This is an optimization exercise on Yosys and OpenROAD, whose aim is small area, a short achievable clock period and few clock cycles, not a production implementation.
The RTL was checked by simulation tests, not by an equivalence proof against the original design.

## flow/run.sh

```bash
#!/bin/bash
# synth_recipe.tcl (not shown) runs the flow's synth.tcl, then flattens the netlist and writes it again
# the make line also repeats each setting of config.mk as NAME=value (left out here)
make -C /OpenROAD-flow-scripts/flow DESIGN_CONFIG=/design/flow/config.mk WORK_HOME=/design/flow/orfs CLKGATE_MAP_FILE= SYNTH_SCRIPT=/design/flow/synth_recipe.tcl finish
```

## flow/config.mk

```make
export PLATFORM = sky130hd
export DESIGN_NAME = Dual_mode_neuron
export DESIGN_NICKNAME = Dual_mode_neuron
export VERILOG_FILES = /design/flow/design.v
export SDC_FILE = /design/flow/constraint.sdc
export NUM_CORES = 8
export LEC_CHECK = 0
export CAP_MARGIN = 20
export CORE_MARGIN = 2
export CORE_UTILIZATION = 40
export PLACE_DENSITY = 0.75
export SLEW_MARGIN = 20
```

## flow/constraint.sdc

```tcl
create_clock -name core_clock -period 11.0 [get_ports {clk}]
set_input_delay 2.2000 -clock core_clock [delete_from_list [all_inputs] [get_ports {clk}]]
set_output_delay 2.2000 -clock core_clock [all_outputs]
set_load 0.01 [all_outputs]
```

## flow/design.v

```verilog
module RFC_CORDIC(
    input wire clk, 
    input wire rst_n, 
    input wire init,
    input wire mode,  
    input wire signed [20 : 0] x_init,  
    input wire signed [20 : 0] y_init,  
    output reg signed [22 : 0] result,  
    output reg done
    );
    parameter iter_num = 5'd16;   
    wire flag;       
    reg frac_done;   
    reg signed  [20 : 0] x, y, z, angle, out;  
    reg signed  [21 : 0 ] x_tmp;
    reg         [3 : 0] exp_int;         
    reg signed  [22 : 0] exp_out;
    (*dont_touch = "yes"*) reg [4:0] i;
    wire condition;  
    reg  [4:0] iter_cnt;     
    assign condition = (i >= iter_num) || (!mode & (y <= 'd1)) || (mode & (z <= 'd1)) || (en & (iter_cnt == 5'd31)); 
    wire flag_exp;   
    assign flag_exp  = (exp_int == 'd0);
    reg en, en_0;
    always @(posedge clk or negedge rst_n) begin
        if(!rst_n)              iter_cnt <= 5'd0;
        else if(init)           iter_cnt <= 5'd0;
        else if(en)             iter_cnt <= iter_cnt + 5'd1;
        else                    iter_cnt <= iter_cnt;
    end
    always @(posedge clk or negedge rst_n) begin
        if(!rst_n)              en <= 1'd0;
        else if(init)           en <= 1'd1;
        else if(condition)      en <= 1'd0;
        else                    en <= en;
    end
    always @(posedge clk or negedge rst_n) begin
        if(!rst_n)                      en_0 <= 1'd0;
        else if(init)                   en_0 <= 1'd1;
        else if(frac_done & flag_exp)   en_0 <= 1'd0;
        else                            en_0 <= en_0;
    end
    always @(posedge clk or negedge rst_n) begin
        if(!rst_n)                                      frac_done <= 1'b0;
        else if(mode & condition & en)                  frac_done <= 1'b1;
        else if(mode & frac_done & flag_exp & en_0)     frac_done <= 1'b0;
        else                                            frac_done <= frac_done;
    end
    always @(posedge clk or negedge rst_n) begin
        if(!rst_n)                                      done <= 1'b0;
        else if((!mode) && condition && en)             done <= 1'b1;
        else if(mode && frac_done && flag_exp && en_0)  done <= 1'b1;
        else                                            done <= 1'b0;
    end
    reg x_sign, y_sign;
    always @(posedge clk or negedge rst_n) begin
        if(!rst_n) begin
            x_sign <= 'd0;
            y_sign <= 'd0;
        end
        else if(init) begin
            x_sign <= x_init[20];
            y_sign <= y_init[20];
        end
        else begin
            x_sign <= x_sign;
            y_sign <= y_sign;
        end
    end
    always @(posedge clk or negedge rst_n) begin
        if(!rst_n)
        begin
            x <= 21'd0;
            y <= 21'd0;
            z <= 21'd0;
        end
        else if(init)
            begin
                if(mode) begin
                    x <= 21'd65536;                               
                    y <= 21'd0;                     
                    z <= { {5{x_init[20]}} , x_init[15:0] };    
                end
                else begin
                    x <= y_init[20] ? ~y_init+1 : y_init;  
                    y <= x_init[20] ? ~x_init+1 : x_init;
                    z <= 21'd0;                              
                end
            end
        else if(en) begin
            if(flag)
                begin
                    x <= mode? x - (y >>> i) : x;
                    y <= y - (x >>> i);
                    z <= z + angle;
                end
            else
                begin
                    x <= mode? x + (y >>> i) : x;
                    y <= y + (x >>> i);
                    z <= z - angle;
                end
        end
    end
    always @(posedge clk or negedge rst_n) begin  
        if(!rst_n)                      x_tmp <= 0;
        else if(init & (mode == 1'b0))  x_tmp <= (x_init[20] ? ~x_init+1 : x_init) + ((x_init[20] ? ~x_init+1 : x_init) >>> 1); 
        else if(en & (mode == 1'b0))    x_tmp <= x + (x >>> 1);
        else                            x_tmp <= 0;
    end
    wire signed [37:0] x_tmp_extend;                             
    assign x_tmp_extend = {{13{x_tmp[21]}}, x_tmp};     
    wire signed [20:0] target;
    wire signed [20:0] target_abs;
    assign target = mode? z: y;
    assign target_abs = target[20] ? ~target+21'd1 : target;     
    assign flag = mode? target[20]: ~target[20];  
    wire [16:0] rank;  
    assign rank[16] = (target_abs >= (mode?'d26369  : x_tmp_extend[22:2]));   
    assign rank[15] = (target_abs >= (mode?'d12487   : x_tmp_extend[23:3]));
    assign rank[14] = (target_abs >= (mode?'d6168   : x_tmp_extend[24:4]));
    assign rank[13] = (target_abs >= (mode?'d3075   : x_tmp_extend[25:5]));
    assign rank[12] = (target_abs >= (mode?'d1537   : x_tmp_extend[26:6]));
    assign rank[11] = (target_abs >= (mode?'d768    : x_tmp_extend[27:7]));
    assign rank[10] = (target_abs >= (mode?'d384    : x_tmp_extend[28:8]));
    assign rank[9] = (target_abs >=  (mode?'d192    : x_tmp_extend[29:9]));
    assign rank[8] = (target_abs >=  (mode?'d96     : x_tmp_extend[30:10]));
    assign rank[7] = (target_abs >=  (mode?'d48     : x_tmp_extend[31:11]));
    assign rank[6] = (target_abs >=  (mode?'d24     : x_tmp_extend[32:12]));
    assign rank[5] = (target_abs >=  (mode?'d12      : x_tmp_extend[33:13]));
    assign rank[4] = (target_abs >=  (mode?'d6      : x_tmp_extend[34:14]));
    assign rank[3] = (target_abs >=  (mode?'d3      : x_tmp_extend[35:15]));
    assign rank[2] = (target_abs >=  (mode?'d1      : x_tmp_extend[36:16]));
    assign rank[1] = (target_abs >=  (mode?'d0       : x_tmp_extend[37:17]));
    assign rank[0] = (target_abs <   (mode?'d0       : x_tmp_extend[37:17]));                                             
    always @(*) begin
        if(en) begin
        casez(rank)
            17'b1????????????????: i = 5'd1;
            17'b01???????????????: i = 5'd2;
            17'b001??????????????: i = 5'd3;
            17'b0001?????????????: i = 5'd4;
            17'b00001????????????: i = 5'd5;
            17'b000001???????????: i = 5'd6;
            17'b0000001??????????: i = 5'd7;
            17'b00000001?????????: i = 5'd8;
            17'b000000001????????: i = 5'd9;
            17'b0000000001???????: i = 5'd10;
            17'b00000000001??????: i = 5'd11;
            17'b000000000001?????: i = 5'd12;
            17'b0000000000001????: i = 5'd13;
            17'b00000000000001???: i = 5'd14;
            17'b000000000000001??: i = 5'd15;
            17'b0000000000000001?: i = 5'd16;
            17'b00000000000000001: i = 5'd17;
            default: i = 5'd0;
        endcase
        end 
        else         i = 5'd0;
    end
    always @(*) begin
        case(i)
            5'd1:  angle = mode? 21'd35999  : (21'b0_0000_1000000000000000);  
            5'd2:  angle = mode? 21'd16738  : (21'b0_0000_0100000000000000);
            5'd3:  angle = mode? 21'd8235   : (21'b0_0000_0010000000000000);
            5'd4:  angle = mode? 21'd4101   : (21'b0_0000_0001000000000000);
            5'd5:  angle = mode? 21'd2048   : (21'b0_0000_0000100000000000); 
            5'd6:  angle = mode? 21'd1024   : (21'b0_0000_0000010000000000);
            5'd7:  angle = 21'd512;
            5'd8:  angle = 21'd256;
            5'd9:  angle = 21'd128;
            5'd10: angle = 21'd64;
            5'd11: angle = 21'd32;
            5'd12: angle = 21'd16;
            5'd13: angle = 21'd8;
            5'd14: angle = 21'd4;
            5'd15: angle = 21'd2;
            5'd16: angle = 21'd1;
            5'd17: angle = 21'd1;
            default: angle = 21'd35999;
        endcase
    end
    reg [4:0] index_mem;
    always @(posedge clk or negedge rst_n) begin
        if (!rst_n)     index_mem <= 5'd0;
        else if(init)   index_mem <= 5'd0;
        else begin
                case (i)
                    4'd1: index_mem <= index_mem + 5'b00001;
                    4'd2: index_mem <= index_mem + 5'b00100;
                    4'd3: index_mem <= index_mem + 5'b01000;
                    4'd4: index_mem <= index_mem + 5'b10000;
                    default: index_mem <= index_mem;
                endcase
        end
    end
    always @(*) begin
        if (mode && condition)
            case (index_mem)  
                        5'd1:  out <= (x + y) + ((x + y) >>> 3) + ((x + y) >>> 5) - ((x + y) >>> 9) + ((x + y) >>> 12) + ((x + y) >>> 13) + ((x + y) >>> 15);
                        5'd4:  out <= (x + y) + ((x + y) >>> 5) + ((x + y) >>> 10) + ((x + y) >>> 11) + ((x + y) >>> 14) + ((x + y) >>> 16);
                        5'd5:  out <= (x + y) + ((x + y) >>> 3) + ((x + y) >>> 4) + ((x + y) >>> 8) + ((x + y) >>> 10) + ((x + y) >>> 13) + ((x + y) >>> 15) + ((x + y) >>> 16);
                        5'd8:  out <= (x + y) + ((x + y) >>> 7) + ((x + y) >>> 14) + ((x + y) >>> 15);
                        5'd9:  out <= (x + y) + ((x + y) >>> 3) + ((x + y) >>> 5) + ((x + y) >>> 7) - ((x + y) >>> 12);
                        5'd10: out <= (x + y) + ((x + y) >>> 2) + ((x + y) >>> 4) + ((x + y) >>> 5) + ((x + y) >>> 13);
                        5'd12: out <= (x + y) + ((x + y) >>> 5) + ((x + y) >>> 7) + ((x + y) >>> 9) - ((x + y) >>> 14);
                        5'd13: out <= (x + y) + ((x + y) >>> 3) + ((x + y) >>> 4) + ((x + y) >>> 6) - ((x + y) >>> 9) + ((x + y) >>> 11) + ((x + y) >>> 12);
                        5'd16: out <= (x + y) + ((x + y) >>> 9);
                        5'd17: out <= (x + y) + ((x + y) >>> 3) + ((x + y) >>> 5) + ((x + y) >>> 11) + ((x + y) >>> 12) - ((x + y) >>> 14);
                        5'd20: out <= (x + y) + ((x + y) >>> 5) + ((x + y) >>> 8) - ((x + y) >>> 11) + ((x + y) >>> 13) + ((x + y) >>> 16);
                        5'd21: out <= (x + y) + ((x + y) >>> 3) + ((x + y) >>> 4) + ((x + y) >>> 7) - ((x + y) >>> 11) + ((x + y) >>> 14);
                        5'd24: out <= (x + y) + ((x + y) >>> 7) + ((x + y) >>> 9) + ((x + y) >>> 13) - ((x + y) >>> 16);
                        5'd25: out <= (x + y) + ((x + y) >>> 3) + ((x + y) >>> 5) + ((x + y) >>> 7) + ((x + y) >>> 9) + ((x + y) >>> 14) + ((x + y) >>> 16);
                        default: out <= x + y;
                    endcase
        else
            out = 21'd0;
    end
    always @(posedge clk or negedge rst_n) begin
        if(!rst_n)   begin
            exp_out <= 'd0;
            exp_int <= 'd0;
        end
        else if(mode) begin
            if(init) begin
                exp_out <= 'd0;
                exp_int <= x_init[20] ? ~(x_init[19 : 16]) : x_init[19 : 16];
            end
            else if(condition) begin
                exp_out <= {3'b0, out};
                exp_int <= exp_int;
            end
            else if(frac_done) begin
                if(!flag_exp) begin
                    if(x_sign) begin
                        exp_out <= (exp_out>>>2) + (exp_out>>>3) - (exp_out>>>7) + (exp_out>>>11) + (exp_out>>>13) + (exp_out>>>16) + (exp_out>>>18) + (exp_out>>>20) + (exp_out>>>21);   
                        exp_int <= exp_int - 1;
                    end
                    else begin
                        exp_out <= (exp_out<<<1) + (exp_out>>>1) + (exp_out>>>3) + (exp_out>>>4) + (exp_out>>>5) - (exp_out>>>11) + (exp_out>>>16) + (exp_out>>>18) + (exp_out>>>20);  
                        exp_int <= exp_int - 1;
                    end
                end
                else begin
                    exp_out <= exp_out;
                    exp_int <= exp_int;
                end
            end
            else begin
                exp_out <= exp_out;
                exp_int <= exp_int;
            end
        end
        else begin
            exp_out <= 'd0;
            exp_int <= 'd0;
        end
    end
    always @(posedge clk or negedge rst_n) begin
        if(!rst_n)                                      result <= 'd0;
        else if(!mode & condition)                      result <= (x_sign ^ y_sign) ? (23'd0 - {3'b0, z[19:0]}) : {3'b0,z[19:0]};  
        else if(mode && frac_done && flag_exp && en_0)  result <= exp_out;   
        else                                            result <= 'd0;
    end
endmodule
module Dual_mode_neuron (
    input wire clk,
    input wire rstn,
    input wire mode,     
    input wire signed [26 : 0] i_in,    
    output reg signed [26 : 0] v,
    output reg signed [26:0] h_0,
    output reg done
);
reg  signed [26 : 0] v_0, w_0;
reg  [26:0] m_0, n_0;
reg  [ 5:0] cnt;
wire    cordic_done1, cordic_done2, cordic_done3;
reg     cordic_done_r1, cordic_done_r2, cordic_done_r3;
reg     cordic_en1, cordic_en2, cordic_en3;
reg     cordic_init1, cordic_init2, cordic_init3;
reg     cordic_mode1, cordic_mode2, cordic_mode3;
reg  signed [20 : 0] cordic_x1, cordic_x2, cordic_x3, cordic_y1, cordic_y2, cordic_y3;   
wire signed [22 : 0] cordic_out1, cordic_out2, cordic_out3;                              
reg  signed [26 : 0] cordic_out_r1, cordic_out_r2, cordic_out_r3;
reg  signed [26 : 0] temp1;
reg  signed [23 : 0] temp2;
reg  signed [20 : 0] temp3, temp4;
reg  signed [22 : 0] temp5;
reg  signed [26 : 0] mult_1, mult_2;
wire signed [26 : 0] mult_out;
reg  signed [27*2-1 : 0] mult_out_temp;
always @(posedge clk or negedge rstn) begin
    if(!rstn) mult_out_temp <= 0;
    else      mult_out_temp <= mult_1 * mult_2;
end
assign mult_out = {mult_out_temp[27*2-1], mult_out_temp[(27 + 19 - 2) : 19]};  
reg signed [26 : 0]  add_1, add_2, add_out1;
always @(posedge clk or negedge rstn) begin
    if(!rstn) add_out1 <= 0;
    else      add_out1 <= add_1 + add_2;
end
always @(posedge clk or negedge rstn) begin
    if(!rstn)                                                                                       cnt <= 0;
    else if(mode) begin  
        if(cnt == 11 && (cordic_done_r1 != 1 || cordic_done_r2 != 1 || cordic_done_r3 != 1))        cnt <= cnt;
        else if(cnt == 21 && (cordic_done_r1 != 1 || cordic_done_r2 != 1 || cordic_done_r3 != 1))   cnt <= cnt;
        else if(cnt == 30 && cordic_done_r3 != 1)                                                   cnt <= cnt;
        else if(cnt == 35)                                                                          cnt <= 0;
        else                                                                                        cnt <= cnt + 1;
    end
    else begin   
        if(cnt == 5 && cordic_done_r1 != 1)                                 cnt <= cnt;
        else if(cnt == 7 || (cnt == 1 && add_out1 >= $signed('d10485760)))   cnt <= 0;    
        else                                                                cnt <= cnt + 1;
    end
end
always @(*) begin
    if(mode) begin   
        case(cnt)
        6'd0:begin
            mult_1 = $signed(27'd52429);    
            mult_2 = v_0;
            add_1  = v_0;
            add_2  = $signed(27'd31457280);   
        end
        6'd1:begin
            mult_1 = add_out1;   
            mult_2 = $signed(27'd26215);    
            add_1  = 0;
            add_2  = 0;
        end
        6'd2:begin
            mult_1 = temp1;  
            mult_2 = $signed(27'd6554);    
            add_1  = 0; 
            add_2  = 0;
        end
        6'd3:begin
            mult_1 = temp1;    
            mult_2 = $signed(27'd29127);  
            add_1  = v_0;
            add_2  = $signed(27'd18350080);   
        end
        6'd4:begin
            mult_1 = add_out1;  
            mult_2 = $signed(27'd52429);  
            add_1  = v_0;
            add_2  = $signed(27'd26214400);   
        end
        6'd5:begin
            mult_1 = add_out1;   
            mult_2 = $signed(27'd5243);   
            add_1  = $signed(-27'd25910313);
            add_2  = ~v_0 + 1;
        end
        6'd6:begin
            mult_1 = $signed(27'd157286);  
            mult_2 = (add_out1 >>> 7);   
            add_1  = 0;
            add_2  = 0;
        end
        6'd7:begin
            mult_1 = n_0;
            mult_2 = n_0;
            add_1  = 0;
            add_2  = 0;
        end
        6'd8:begin 
            mult_1 = mult_out;   
            mult_2 = mult_out;
            add_1  = 0;
            add_2  = 0;
        end
        6'd9:begin
            mult_1 = mult_out;   
            mult_2 = $signed(27'd18874368);
            add_1  = $signed(-27'd37822136);
            add_2  = ~v_0 + 1;
        end
        6'd10:begin
            mult_1 = mult_out;   
            mult_2 = (add_out1 >>> 7);   
            add_1  = 0;
            add_2  = 0;
        end
        6'd11:begin  
            mult_1 = mult_out;   
            mult_2 = $signed(27'd524288);  
            add_1  = 0;
            add_2  = 0;
        end
        6'd12:begin 
            mult_1 = cordic_out_r1;  
            mult_2 = $signed(27'd317997);    
            add_1  = $signed(27'd524288);
            add_2  = cordic_out_r1;
        end
        6'd13:begin
            mult_1 = cordic_out_r1;  
            mult_2 = $signed(27'd70955);    
            add_1  = $signed(27'd524288);
            add_2  = ~mult_out+1;    
        end
        6'd14:begin
            mult_1 = m_0;
            mult_2 = m_0;
            add_1  = $signed(27'd524288);
            add_2  = ~mult_out+1;    
        end
        6'd15:begin 
            mult_1 = mult_out;
            mult_2 = m_0;
            add_1  = 0;
            add_2  = 0;
        end
        6'd16:begin
            mult_1 = mult_out;
            mult_2 = h_0;
            add_1  = 0;
            add_2  = 0;
        end
        6'd17:begin
            mult_1 = mult_out;
            mult_2 = $signed(27'd62914560);
            add_1  = $signed(27'd28898755);
            add_2  = ~v_0+1;
        end
        6'd18:begin
            mult_1 = mult_out;   
            mult_2 = (add_out1 >>> 7);
            add_1  = { {6{temp4[20]}} , temp4};  
            add_2  = { {4{temp5[22]}} , temp5};  
        end
        6'd19:begin
            mult_1 = { {3{temp2[23]}} , temp2};  
            mult_2 = $signed(27'd36700);  
            add_1  = add_out1;   
            add_2  = mult_out;   
        end
        6'd20:begin
            mult_1 = 0;
            mult_2 = 0;
            add_1  = add_out1;   
            add_2  = i_in;   
        end
        6'd21:begin  
            mult_1 = 0;
            mult_2 = 0;
            add_1  = add_out1;   
            add_2  = 0;        
        end
        6'd22:begin
            mult_1 = add_out1;   
            mult_2 = $signed(27'b0_0000001_0000000000000000000);
            add_1  = cordic_out_r1;
            add_2  = { {6{temp3[20]}} , temp3} >>> 3;
        end
        6'd23:begin
            mult_1 = add_out1;   
            mult_2 = n_0;
            add_1  = v_0;
            add_2  = mult_out;   
        end
        6'd24:begin
            mult_1 = 0;
            mult_2 = 0;
            add_1  = cordic_out_r1;
            add_2  = ~mult_out + 1;
        end
        6'd25:begin 
            mult_1 = 0;
            mult_2 = 0;
            add_1  = add_out1 >>> 7;   
            add_2  = n_0;
        end
        6'd26:begin
            mult_1 = 0;
            mult_2 = 0;
            add_1  = cordic_out_r2;
            add_2  = { {3{temp2[23]}} , temp2} <<< 2;
        end
        6'd27:begin
            mult_1 = add_out1;
            mult_2 = m_0;
            add_1  = 0;
            add_2  = 0;
        end
        6'd28:begin
            mult_1 = 0;
            mult_2 = 0;
            add_1  = cordic_out_r2;    
            add_2  = ~mult_out + 1;
        end
        6'd29:begin
            mult_1 = 0;
            mult_2 = 0;
            add_1  = add_out1 >>> 7;
            add_2  = m_0;
        end
        6'd30:begin  
            mult_1 = 0;
            mult_2 = 0;
            add_1  = add_out1;
            add_2  = 0;
        end
        6'd31:begin 
            mult_1 = 0;
            mult_2 = 0;
            add_1  = { {6{temp4[20]}} , temp4};
            add_2  = cordic_out_r3;
        end
        6'd32:begin
            mult_1 = add_out1;
            mult_2 = h_0;
            add_1  = 0;
            add_2  = 0;
        end
        6'd33:begin
            mult_1 = 0;
            mult_2 = 0;
            add_1  = { {6{temp4[20]}} , temp4};
            add_2  = ~mult_out + 1;
        end
        6'd34:begin
            mult_1 = 0;
            mult_2 = 0;
            add_1  = add_out1 >>> 7;     
            add_2  = h_0;
        end
        default:begin
            mult_1 = 0;
            mult_2 = 0;
            add_1  = 0;
            add_2  = 0;
        end
        endcase
    end
    else begin   
        case(cnt)
        6'd0:begin
            mult_1 = 27'd349;  
            mult_2 = v_0;
            add_1  = v_0;
            add_2  = 27'd26214400; 
        end
        6'd1:begin
            mult_1 = 27'd524113;
            mult_2 = w_0;
            add_1  = mult_out;
            add_2  = 27'd24466;
        end
        6'd2:begin
            mult_1 = 27'd524025;
            mult_2 = v_0;
            add_1  = mult_out;
            add_2  = add_out1;
        end
        6'd3:begin
            mult_1 = -27'd53;
            mult_2 = w_0;
            add_1  = mult_out;
            add_2  = i_in;   
        end
        6'd4:begin
            mult_1 = 0;
            mult_2 = 0;
            add_1  = mult_out >>> 1;
            add_2  = add_out1;
        end
        6'd5:begin
            mult_1 = 0;
            mult_2 = 0;
            add_1  = 0;
            add_2  = add_out1;
        end
        6'd6:begin
            mult_1 = 0;
            mult_2 = 0;
            add_1  = cordic_out_r1;
            add_2  = add_out1;
        end
        default:begin
            mult_1 = 0;
            mult_2 = 0;
            add_1  = 0;
            add_2  = 0;
        end
        endcase
    end
end
RFC_CORDIC cordic1(
    .clk(clk),               
    .rst_n(rstn),
    .init(cordic_init1),
    .x_init(cordic_x1),
    .y_init(cordic_y1),
    .mode(cordic_mode1),
    .result(cordic_out1),    
    .done(cordic_done1)
);
always @(posedge clk, negedge rstn) begin
    if(!rstn)                       cordic_en1 <= 0;
    else if(mode) begin
        if(cnt == 1 || cnt == 15)   cordic_en1 <= 1;
        else                        cordic_en1 <= 0;
    end
    else begin
        if(cnt == 1)                cordic_en1 <= 1;
        else                        cordic_en1 <= 0;
    end
end
always @(posedge clk, negedge rstn) begin
    if(!rstn)                       cordic_init1 <= 0;
    else if(cordic_en1)             cordic_init1 <= 1;
    else                            cordic_init1 <= 0;
end
always @(posedge clk, negedge rstn) begin
    if(!rstn)                       cordic_mode1 <= 0;
    else if(mode) begin
        if(cnt == 1)                cordic_mode1 <= 1;
        else if(cnt == 15)          cordic_mode1 <= 0;
        else                        cordic_mode1 <= cordic_mode1;
    end
    else                            cordic_mode1 <= 1;
end
always @(posedge clk, negedge rstn) begin
    if(!rstn) begin
            cordic_x1 <= 0;
            cordic_y1 <= 0;
    end
    else if(mode && cnt == 1) begin
            cordic_x1 <= ~({mult_out[26],mult_out[22:3]} + 21'd196608) + 1;    
            cordic_y1 <= 0;
        end
    else if(mode && cnt == 15) begin
            cordic_x1 <= { {6{temp3[20]}}, temp3[19:5]};        
            cordic_y1 <= {add_out1[26], add_out1[24:5]};     
    end
    else if(!mode && cnt == 1) begin
            cordic_x1 <= ( {add_out1[26], add_out1[23:4]} - $signed(21'd452706));   
            cordic_y1 <= 0;
        end
    else if(cordic_en1) begin
            cordic_x1 <= cordic_x1;
            cordic_y1 <= cordic_y1;
    end
    else begin
            cordic_x1 <= 0;
            cordic_y1 <= 0;
    end
end
always @(posedge clk, negedge rstn) begin
    if(!rstn)                               cordic_done_r1 <= 0;
    else if(cordic_done1)                   cordic_done_r1 <= 1;
    else if(mode &&(cnt == 12 ||cnt == 22)) cordic_done_r1 <= 0;
    else if(!mode && cnt == 6)              cordic_done_r1 <= 0;
    else                                    cordic_done_r1 <= cordic_done_r1;
end
always @(posedge clk, negedge rstn) begin
    if(!rstn)               cordic_out_r1 <= 0;
    else if(cordic_done1)   cordic_out_r1 <= {{2{cordic_out1[22]}}, cordic_out1[21:0], {3{cordic_out1[22]}}};    
    else                    cordic_out_r1 <= cordic_out_r1;
end
RFC_CORDIC cordic2(
    .clk(clk),               
    .rst_n(rstn),
    .init(cordic_init2),
    .x_init(cordic_x2),
    .y_init(cordic_y2),
    .mode(cordic_mode2),
    .result(cordic_out2),    
    .done(cordic_done2)
);
always @(posedge clk, negedge rstn) begin
    if(!rstn)                                   cordic_en2 <= 0;
    else if(mode && (cnt == 2 || cnt == 14))    cordic_en2 <= 1;
    else                                        cordic_en2 <= 0;
end
always @(posedge clk, negedge rstn) begin
    if(!rstn)                                   cordic_init2 <= 0;
    else if(cordic_en2)                         cordic_init2 <= 1;
    else                                        cordic_init2 <= 0;
end
always @(posedge clk, negedge rstn) begin
    if(!rstn)                                   cordic_mode2 <= 0;
    else if(mode && cnt == 2)                   cordic_mode2 <= 1;
    else if(mode && cnt == 14)                  cordic_mode2 <= 0;
    else                                        cordic_mode2 <= cordic_mode2;
end
always @(posedge clk, negedge rstn) begin
    if(!rstn) begin
            cordic_x2 <= 0;
            cordic_y2 <= 0;
    end
    else if(mode && cnt == 2) begin
            cordic_x2 <= ~({mult_out[26],mult_out[22:3]}) + 1;
            cordic_y2 <= 0;
        end
    else if(mode && cnt == 14) begin
            cordic_x2 <= { {3{temp2[23]}}, temp2[22:5]};     
            cordic_y2 <= {add_out1[26], add_out1[24:5]};     
    end
    else begin
            cordic_x2 <= cordic_x2;
            cordic_y2 <= cordic_y2;
    end
end
always @(posedge clk, negedge rstn) begin
    if(!rstn)                               cordic_done_r2 <= 0;
    else if(cordic_done2)                   cordic_done_r2 <= 1;
    else if(mode &&(cnt==12 || cnt==22))    cordic_done_r2 <= 0;
    else                                    cordic_done_r2 <= cordic_done_r2;
end
always @(posedge clk, negedge rstn) begin
    if(!rstn)                               cordic_out_r2 <= 0;
    else if(cordic_done2)                   cordic_out_r2 <= {{2{cordic_out2[22]}}, cordic_out2[21:0], {3{cordic_out2[22]}}};
    else                                    cordic_out_r2 <= cordic_out_r2;
end
RFC_CORDIC cordic3(
    .clk(clk),               
    .rst_n(rstn),
    .init(cordic_init3),
    .x_init(cordic_x3),
    .y_init(cordic_y3),
    .mode(cordic_mode3),
    .result(cordic_out3),    
    .done(cordic_done3)
);
always @(posedge clk, negedge rstn) begin
    if(!rstn)                                               cordic_en3 <= 0;
    else if(mode && (cnt == 3 || cnt == 12 || cnt ==22))    cordic_en3 <= 1;
    else                                                    cordic_en3 <= 0;
end
always @(posedge clk, negedge rstn) begin
    if(!rstn)                                               cordic_init3 <= 0;
    else if(cordic_en3)                                     cordic_init3 <= 1;
    else                                                    cordic_init3 <= 0;
end
always @(posedge clk, negedge rstn) begin
    if(!rstn)                                               cordic_mode3 <= 0;
    else if(mode && (cnt == 3 || cnt == 12))                cordic_mode3 <= 1;
    else if(mode && cnt == 22)                              cordic_mode3 <= 0;
    else                                                    cordic_mode3 <= cordic_mode3;
end
always @(posedge clk, negedge rstn) begin
    if(!rstn) begin
            cordic_x3 <= 0;
            cordic_y3 <= 0;
    end
    else if(mode && cnt == 3) begin
            cordic_x3 <= ~ ({mult_out[26],mult_out[22:3]}) + 1;  
            cordic_y3 <= 0;
        end
    else if(mode && cnt == 12) begin
            cordic_x3 <= {temp1[26],temp1[22:3]};    
            cordic_y3 <= 0;
    end
    else if(mode && cnt == 22) begin
            cordic_x3 <= $signed(21'd16384);        
            cordic_y3 <= {temp1[26],temp1[24:5]};   
    end
    else begin
            cordic_x3 <= cordic_x3;
            cordic_y3 <= cordic_y3;
    end
end
always @(posedge clk, negedge rstn) begin
    if(!rstn)                                       cordic_done_r3 <= 0;
    else if(cordic_done3)                           cordic_done_r3 <= 1;
    else if(mode &&(cnt==12 || cnt==22 || cnt==31)) cordic_done_r3 <= 0;
    else                                            cordic_done_r3 <= cordic_done_r3;
end
always @(posedge clk, negedge rstn) begin
    if(!rstn)                                       cordic_out_r3 <= 0;
    else if(cordic_done3)                           cordic_out_r3 <= {{2{cordic_out3[22]}}, cordic_out3[21:0], {3{cordic_out3[22]}}};
    else                                            cordic_out_r3 <= cordic_out_r3;
end
always @(posedge clk, negedge rstn) begin
    if(!rstn)               temp1 <= 0;
    else if(mode) begin
        if(cnt == 1)        temp1 <= add_out1;           
        else if(cnt == 4)   temp1 <= ~mult_out + 1;      
        else if(cnt == 13)  temp1 <= add_out1;           
        else                temp1 <= temp1;
    end
    else   
        if(cnt == 3)        temp1 <= add_out1;   
        else                temp1 <= temp1;
end
always @(posedge clk, negedge rstn) begin
    if(!rstn)               temp2 <= 0;  
    else if(mode) begin
        if(cnt == 5)        temp2 <= {mult_out[26], mult_out[22 : 0]};           
        else if(cnt == 15)  temp2 <= {cordic_out_r2[26], cordic_out_r2[22 : 0]};  
        else if(cnt == 22)  temp2 <= {cordic_out_r3[26], cordic_out_r3[22 : 0]};  
        else                temp2 <= temp2;
    end
    else                    temp2 <= 0;
end
always @(posedge clk, negedge rstn) begin
    if(!rstn)               temp3 <= 0;  
    else if(mode) begin
        if(cnt == 6)        temp3 <= {mult_out[26], mult_out[19 : 0]};   
        else if(cnt == 19)  temp3 <= {cordic_out_r3[26], cordic_out_r3[19 : 0]};  
        else                temp3 <= temp3;
    end
    else                    temp3 <= 0;
end
always @(posedge clk, negedge rstn) begin
    if(!rstn)                           temp4 <= 0;  
    else if(mode) begin
        if(cnt == 7 || cnt == 20)       temp4 <= {mult_out[26], mult_out[19 : 0]};   
        else                            temp4 <= temp4;
    end
    else                                temp4 <= 0;
end
always @(posedge clk, negedge rstn) begin
    if(!rstn)               temp5 <= 0;  
    else if(mode) begin
        if(cnt == 11)       temp5 <= {mult_out[26], mult_out[21 : 0]};   
        else                temp5 <= temp5;
    end
    else                    temp5 <= 0;
end
always @(posedge clk or negedge rstn) begin
    if(!rstn)                                       v_0 <= 0;
    else if(mode)  begin
        if(cnt == 24)                               v_0 <= add_out1;
        else                                        v_0 <= v_0;
    end
    else begin
        if(cnt == 7 && add_out1 < 0)        v_0 <= add_out1;
        else if((cnt == 7 && add_out1 >= 0) 
        || (cnt == 1 && add_out1 >= $signed('d10485760)))         v_0 <= -27'b0_0111010_0000000000000000000;
        else                                        v_0 <= v_0;
    end
end
always @(posedge clk or negedge rstn) begin
    if(!rstn)                                       w_0 <= 0;
    else if(!mode) begin
        if(cnt == 7 && add_out1 < 0)        w_0 <= temp1;
        else if((cnt == 7 && add_out1 >= 0) 
        || (cnt == 1 && add_out1 >= $signed('d10485760)))         w_0 <= temp1 + 0;
        else                                        w_0 <= w_0;
    end
    else                                            w_0 <= 0;
end
always @(posedge clk or negedge rstn) begin
    if(!rstn)                   m_0 <= 27'b0_0000000_0000110110001010111;
    else if(mode && cnt == 30)  m_0 <= add_out1;
    else                        m_0 <= m_0;
end
always @(posedge clk or negedge rstn) begin
    if(!rstn)                   n_0 <= 27'b0_0000000_0101000101010100110;
    else if(mode && cnt == 26)  n_0 <= add_out1;
    else                        n_0 <= n_0;
end
always @(posedge clk or negedge rstn) begin
    if(!rstn)                   h_0 <= 27'b0_0000000_1001100010011010000;
    else if(mode && cnt == 35)  h_0 <= add_out1;
    else                        h_0 <= h_0;
end
always @(posedge clk or negedge rstn) begin
    if(!rstn)   v <= 0;
    else        v <= v_0;
end
always @(posedge clk or negedge rstn) begin
    if(!rstn)                                   done <= 0;
    else if(mode && cnt == 35)                  done <= 1;
    else if(!mode && cnt == 7)                  done <= 1;
    else if(!mode && (cnt == 1 && add_out1 >= $signed('d10485760))) done <= 1;
    else                                        done <= 0;
end
 reg [20:0] itr_cnt;
 always @(posedge clk or negedge rstn) begin
     if(!rstn)                                   itr_cnt <= 0;
     else if(mode && cnt == 35)                  itr_cnt <= itr_cnt + 1'b1;
     else if(!mode && cnt == 7)                  itr_cnt <= itr_cnt + 1'b1;
     else                                        itr_cnt <= itr_cnt;
 end
endmodule
```

==> impl_summary.log <==
INFO  metric synth.net_count = 31,299
INFO  metric core_area = 0.552 mm2
INFO  metric clock_period_minus_worst_slack = 10.73 ns
INFO  metric final-instance-count-excl-fill = 34,180
INFO  metric totalNegativeSetupSlack = 0 ns
INFO  metric finalHoldViolations = 0
INFO  metric critPathBufInv = 11
INFO  metric crit_cells = 41
INFO  metric crit_path_arrival_time = 11.50 ns
INFO  metric yosysSeqAreaShare = 11.2%
INFO  metric final_nets = 32,343
INFO  metric fraction_of_synthesized_cell_area_taken_by_the_top_area_cell_type = 19.7%
INFO  metric h-tree-depth = 4
INFO  metric critical_path.max_stage_delay = 0.64 ns
INFO  metric cap_viol_max_count = 0
INFO  metric synth_async_sr_flop_share = 100%
INFO  metric grt_pass1_wl = 1350 mm
INFO  metric worstSkewPairLatency = 0.90 ns
INFO  metric rsz0062_at_grt = yes
INFO  metric min_period_over_period = 97.5%
INFO  metric tritoncts = done
INFO  metric result_of_the_run = finished clean
INFO  metric cp-start-kind = register
INFO  metric timing.clock.skew = 0.0612 ns
INFO  metric drc = 0
INFO  metric width_of_the_chip = 748 um
INFO  metric drive_above_1_share = 10.7%
INFO  metric tritoncts_num_sinks = 990
INFO  metric end_kind = register
INFO  metric count_of_flip_flops_with_a_built_in_enable_after_synthesis = 0
INFO  metric place_inst = 33,849
INFO  metric grt_overflow_total = 0
INFO  metric area.growth.synth_to_final = 12.6%
INFO  metric boundaryPins = 85
INFO  metric placement_rows = 273
INFO  metric grt_pass1_vias = 208,848
INFO  metric max_slew.worst_pin.slew = 1.24 ns
INFO  metric fmaxAchievable = 93.2 MHz
INFO  metric initial_utilization = 40.1%
INFO  metric clk_pin_slew_worst_paths = 0.06 ns
INFO  metric wire_per_inst = 26.6 um
INFO  metric globalRouteTotalUtil = 31.6%
INFO  metric r2r.worst_path.cells = 41
INFO  metric synth.ff_latch_count = 990
INFO  metric count_of_cell_types_in_the_netlist = 122
INFO  metric slew_headroom = 15.4%
INFO  metric finalSetupViolations = 0
INFO  metric die_footprint = 0.559 mm2
INFO  metric synth_top_cells_by_area = fa_1 20%, ha_1 19%, dfrtp_1 11%
INFO  metric crit_fanout = 12
INFO  metric drt-pass1-iter-count = 13
INFO  metric antenna_left = 0
INFO  metric syn-cell-area = 0.221 mm2
INFO  metric cts-hold-fix-buffers = 0
INFO  metric vias_per_cell = 6.10
INFO  metric slowest_stage = a2111oi_1
INFO  metric initial_antenna_violation_count = 65
INFO  metric place_area = 0.243 mm2
INFO  metric die_height = 748 um
INFO  metric num_vias = 208,656
INFO  metric stdcell_area = 0.249 mm2
INFO  metric gpl.final_weighted_congestion = 1.07
INFO  metric total_of_buffers_placed_on_input_and_output_ports = 84
INFO  metric clock_tree.root_cell = clkbuf_16
INFO  metric min_path_type = register to register
INFO  metric synth.yosys.warnings = 2
INFO  metric yosys_most_used_dff = dfrtp_1
INFO  metric synthesis.area_per_instance = 8.61 um2
INFO  metric grt_start_max_net_pins = 154
INFO  metric timing.critical_path.max_delay_family = adder cells
INFO  metric synthCells = 25,701
INFO  metric yosys.area.top_type = fa_1
INFO  metric crit_required = 11.77 ns
INFO  metric hold_ws = 0.334 ns
INFO  metric cts.path.max_buffers = 4
INFO  metric finalMaxSlewViolations = 0
INFO  metric hold_path_depth = 0
INFO  metric detail_route.wirelength = 908 mm
INFO  metric hpwl = 719 mm
INFO  metric timing.setup.critical_path_class = register to register
INFO  metric first_iter_violations = 22,789
INFO  metric cts_buffers = 135
## timing repair
| item | CTS | global route |
|---|---|---|
| resized for setup | 2 | 253 |
| buffers inserted | 0 | 45 |
| pin swaps | 0 | 42 |
| setup endpoints to repair | 5 | 76 |
| endpoints found under the hold margin | 0 | 0 |
## worst register-to-register path, delay by kind of cell, from the launching register on
kind | cells | cell delay, ns
buffers and inverters | 11 | 1.65
XOR/XNOR | 1 | 0.15
flip-flops | 1 | 0.47
AO/OA/AOI/OAI | 9 | 2.48
adder cells (fa/ha/maj) | 8 | 3.68
AND/OR/NAND/NOR | 12 | 2.18
## per-layer routing
layer	wire (um)	track usage, %	part of all wire [%]
met2	392000	48.5	43
met4	76600	21.4	8.4
met5	411	0.144	0.045
met1	349000	39.5	38
met3	90800	7.52	10
## layout by cell type, fill, tap and decap left out, types with 195 or more instances in the layout
cell type / instances
mux2_2: 195
ha_1: 3388
nor2b_1: 250
a21o_1: 532
inv_1: 2995
dfrtp_1: 946
nor2_1: 1259
xnor2_1: 1487
nor3_1: 343
a22oi_1: 217
o21bai_1: 473
nand2b_1: 270
o21ai_0: 1140
nand3_1: 310
nand2_1: 2195
mux2i_1: 351
a221oi_1: 239
xor2_1: 626
o21a_1: 245
fa_1: 2174
o22ai_1: 303
a21oi_1: 1848
buf_4: 1725
## metrics by stage
step           utilization, %  setup WS, ns
2_1_floorplan               -       -0.0753
3_3_place_gp             44.0        -0.812
3_5_place_dp             44.0        -0.840
4_1_cts                  44.9        0.0445
5_1_grt                  45.2        -0.155
6_report                 45.2         0.273
## kinds of logic after synthesis
kind of cell | Yosys count | synth area share, %
xor+xnor | 2184 | 8.65
compound gates | 6670 | 19.7
simple gates | 5684 | 11.9
mux | 567 | 2.69
fa+ha+maj | 5584 | 38.9
flops | 990 | 11.2
buf+inv | 4022 | 6.88
## final cells by class
cell class                 instances  area [um2]
inverter                        3012       11300
fill                           53008      303000
timing repair buffer            1917       15800
sequential                       990       24800
multi-input combinational      20689      184000
antenna                           49         123
tap                             7287        9120
clock inverter                    55         875
clock buffer                     181        3740
## final timing paths
path	startpoint	endpoint	slack (ns)
min in group asynchronous	rstn	v[26]	1.31
max reg2reg	cnt[2]	mult_out_temp[53]	0.27
max in group asynchronous	rstn	cordic3.exp_out[22]	7.25
max	cnt[2]	mult_out_temp[53]	0.27
min reg2reg	cordic_en3	cordic_init3	0.33
min	cordic_en3	cordic_init3	0.33
## synth_stat cells (all sizes together), types with 39 or more instances
| library cell | n |
|---|---|
| a211oi | 174 |
| buf | 146 |
| a21o | 533 |
| clkbuf | 864 |
| o21a | 246 |
| or4 | 42 |
| nand2 | 2199 |
| a21boi | 57 |
| a2111oi | 54 |
| a22oi | 219 |
| or2 | 162 |
| nor2 | 1292 |
| a221oi | 249 |
| mux2i | 368 |
| a22o | 142 |
| o211ai | 102 |
| nor3 | 364 |
| o31ai | 129 |
| a21oi | 1893 |
| xnor2 | 1530 |
| o21bai | 474 |
| o41ai | 39 |
| o221ai | 110 |
| nand4 | 115 |
| and2 | 152 |
| xor2 | 653 |
| nand3 | 315 |
| a221o | 48 |
| and3 | 152 |
| fa | 2175 |
| dfrtp | 966 |
| a31oi | 165 |
| o22ai | 304 |
| or3 | 118 |
| inv | 3007 |
| nor4 | 113 |
| a222oi | 96 |
| nand2b | 272 |
| mux2 | 197 |
| o2111ai | 69 |
| nor2b | 253 |
| ha | 3393 |
| a211o | 59 |
| o21ai | 1216 |
Testbench counts, summed over its fixed seeds: cycles 894,796.

-- separate check: timing with driven ports --
The results above use ideal ports. As a check the final layout listed here was re-extracted and re-timed, cells and wires unchanged.
Step 1, drivers: a clkbuf_16 drives clk and a buf_2 each remaining input, both assumed.
Step 2 also shifts input and output timing later by t, the mid clock arrival at the registers, as if the neighbouring blocks saw the same clock.
Slacks: no drivers / after step 1 / after step 2; pairs: no drivers / after step 1.
t (ns): 0.958
setup slack, ns: 0.273 / 0.273 / -0.429
hold WS [ns]: 0.334 / 0.334 / 0.334
latest minus earliest clock arrival (ns): 0.065 / 0.065
pins driven straight from the clock port: 1
With both steps, setup timing fails in this run, where it was met with ideal ports. For this run, drivers alone change the setup slack by 0.000 ns; drivers and shift together by -0.702 ns.
